From an optimization exercise on the open Yosys and OpenROAD flow, aimed at small area; shortcuts taken in it are not production practice.
Only simulation tests tie the RTL to the original design; equivalence was not proved.
No activity file was given, so power comes from the tool's default toggle rates.

Design tt_um_htfab_caterpillar, start of the top module:
module tt_um_htfab_caterpillar(ui_in, uo_out, uio_in, uio_out, uio_oe, ena, clk, rst_n);
  input [7:0] ui_in;
  wire [7:0] ui_in;
  output [7:0] uo_out;
  wire [7:0] uo_out;
  input [7:0] uio_in;
  wire [7:0] uio_in;
  output [7:0] uio_out;
  wire [7:0] uio_out;
  output [7:0] uio_oe;
  wire [7:0] uio_oe;
  input ena;
  wire ena;
  input clk;
  wire clk;
  input rst_n;
  wire rst_n;
  wire [6:0] n0000;
  wire [1:0] n0001;
  wire n0002;
  wire [6:0] n0003;
  wire n0004;
  wire n0005;
  wire n0006;
  wire n0007;
  wire n0008;
  wire n0009;
  wire n0010;
  wire n0011;
  wire n0012;
  wire n0013;
  wire n0014;
  wire n0015;
  wire n0016;
  wire n0017;
  wire n0018;
  wire n0019;
  wire n0020;
  wire n0021;
  wire n0022;
  wire n0023;
  wire n0024;
  wire n0025;
  wire n0026;
  wire n0027;
  wire n0028;
  wire n0029;
  wire n0030;
  wire n0031;
  wire n0032;
  wire n0033;
  wire n0034;
  wire n0035;
  wire n0036;
  wire n0037;
  wire n0038;
  wire n0039;
  wire n0040;
  wire n0041;
  wire n0042;
  wire n0043;
  wire n0044;
  wire n0045;
  wire n0046;
  reg n0047;
  reg n0048;
  reg n0049;
  reg n0050;
  reg n0051;
  reg n0052;
  reg n0053;
  wire n0054;
  wire n0055;
  wire n0056;
  wire n0057;
  wire n0058;
  wire n0059;
  wire n0060;
  wire n0061;
  wire n0062;
  wire n0063;
  wire n0064;
  wire n0065;
  wire n0066;
  wire n0067;
  wire n0068;
  wire n0069;
  wire n0070;
  wire n0071;
  wire n0072;
  wire n0073;
  wire n0074;
  wire n0075;
  wire n0076;
  wire n0077;
  wire n0078;
  wire n0079;
  wire n0080;
  wire n0081;
  wire n0082;
  wire n0083;
  wire n0084;
  wire n0085;
  wire n0086;
  wire n0087;
  wire n0088;
  wire n0089;
  wire n0090;
  wire n0091;
  wire n0092;
  wire n0093;
  wire n0094;
  wire n0095;
  wire n0096;
  wire n0097;
  wire n0098;
  wire n0099;
  wire n0100;
  wire n0101;
  wire n0102;
  wire n0103;
  wire n0104;
  wire n0105;
  wire n0106;
  wire n0107;
  wire n0108;
  wire n0109;
  wire n0110;
  wire n0111;
  wire n0112;
  wire n0113;
  wire n0114;
  wire n0115;
  wire n0116;
  wire n0117;
  wire n0118;
  wire n0119;
  wire n0120;
  wire n0121;
  wire n0122;
  wire n0123;
  wire n0124;
  wire n0125;
  wire n0126;
  wire n0127;
  wire n0128;
  wire n0129;
  wire n0130;
  wire n0131;
  wire n0132;
  wire n0133;
  wire n0134;
  wire n0135;
  wire n0136;
  wire n0137;
  ...
make LEC_CHECK=0 ABC_AREA=1 CAP_MARGIN=20 CORE_MARGIN=2 CORE_UTILIZATION=40 CTS_BUF_LIST=sky130_fd_sc_hd__clkbuf_8 SLEW_MARGIN=20 finish   # period 15.0 ns
run.sh (not shown) runs the stock make flow with config.mk's settings and CLKGATE_MAP_FILE= SYNTH_SCRIPT=/design/flow/synth_recipe.tcl, a recipe that flattens the netlist after the stock synthesis.
==> next run, changes <==
- CTS_BUF_LIST: sky130_fd_sc_hd__clkbuf_8 -> sky130_fd_sc_hd__clkbuf_4 sky130_fd_sc_hd__clkbuf_8
Effect:
- sequential share of layout area stays the same
- die area is unchanged
- non-clock buffer count does not change
- synthesized area is unchanged
- sequential power is about the same

* * *

Starting RTL as in the previous note.
clock: 15.0 ns
lec_check: 0
abc_area: 1
cap_margin: 20
core_margin: 2
core_utilization: 40
cts_buf_list: sky130_fd_sc_hd__clkbuf_8
cts_cluster_diameter: 80
cts_cluster_size: 24
slew_margin: 20
The first run went through all stages and came out clean.
==> next run, changes <==
CTS_BUF_LIST = unset   (was sky130_fd_sc_hd__clkbuf_8)
CTS_CLUSTER_DIAMETER = unset   (was 80)
CTS_CLUSTER_SIZE = unset   (was 24)
=>
- worst setup slack does not change
- register-to-register slack hardly moves
- fmax stays the same
- via count does not change
- die area stays the same
- power is higher by about 11%

[afterwards: timing with drivers on the ports]
The flow's constraints put no driver on any port. The routed layouts listed below were extracted and timed again, unchanged, in two steps.
Step 1 sets driving cells, clkbuf_16 on the clock port and buf_2 on the other inputs (assumed; they add their load-dependent delay and slew).
Step 2 adds t to the input delays and takes it off the output delays; t is the mean of the earliest and latest rising clock arrival at the registers after step 1. Input paths then give back, and output paths get back, about the clock's delay inside the block.
a / b / c = no drivers / after step 1 / after step 2; a / b = the first two.
| run | shift t [ns] | slack for setup (ns) | worst setup path after step 2 | worst data-port slew with drivers (ns) | pins driven straight from the clock port |
|---|---|---|---|---|---|
| the first run of note 1 | 0.520 | 7.401 / 7.379 / 7.379 | input to output | 0.03 | 1 |
| the second run of note 1 | 0.520 | 7.401 / 7.379 / 7.379 | input to output | 0.03 | 1 |
| the first run of note 2 | 0.520 | 7.401 / 7.379 / 7.379 | input to output | 0.03 | 1 |
| the second run of note 2 | 0.485 | 7.401 / 7.379 / 7.379 | input to output | 0.03 | 1 |
After both steps setup and hold are still met in every run listed.
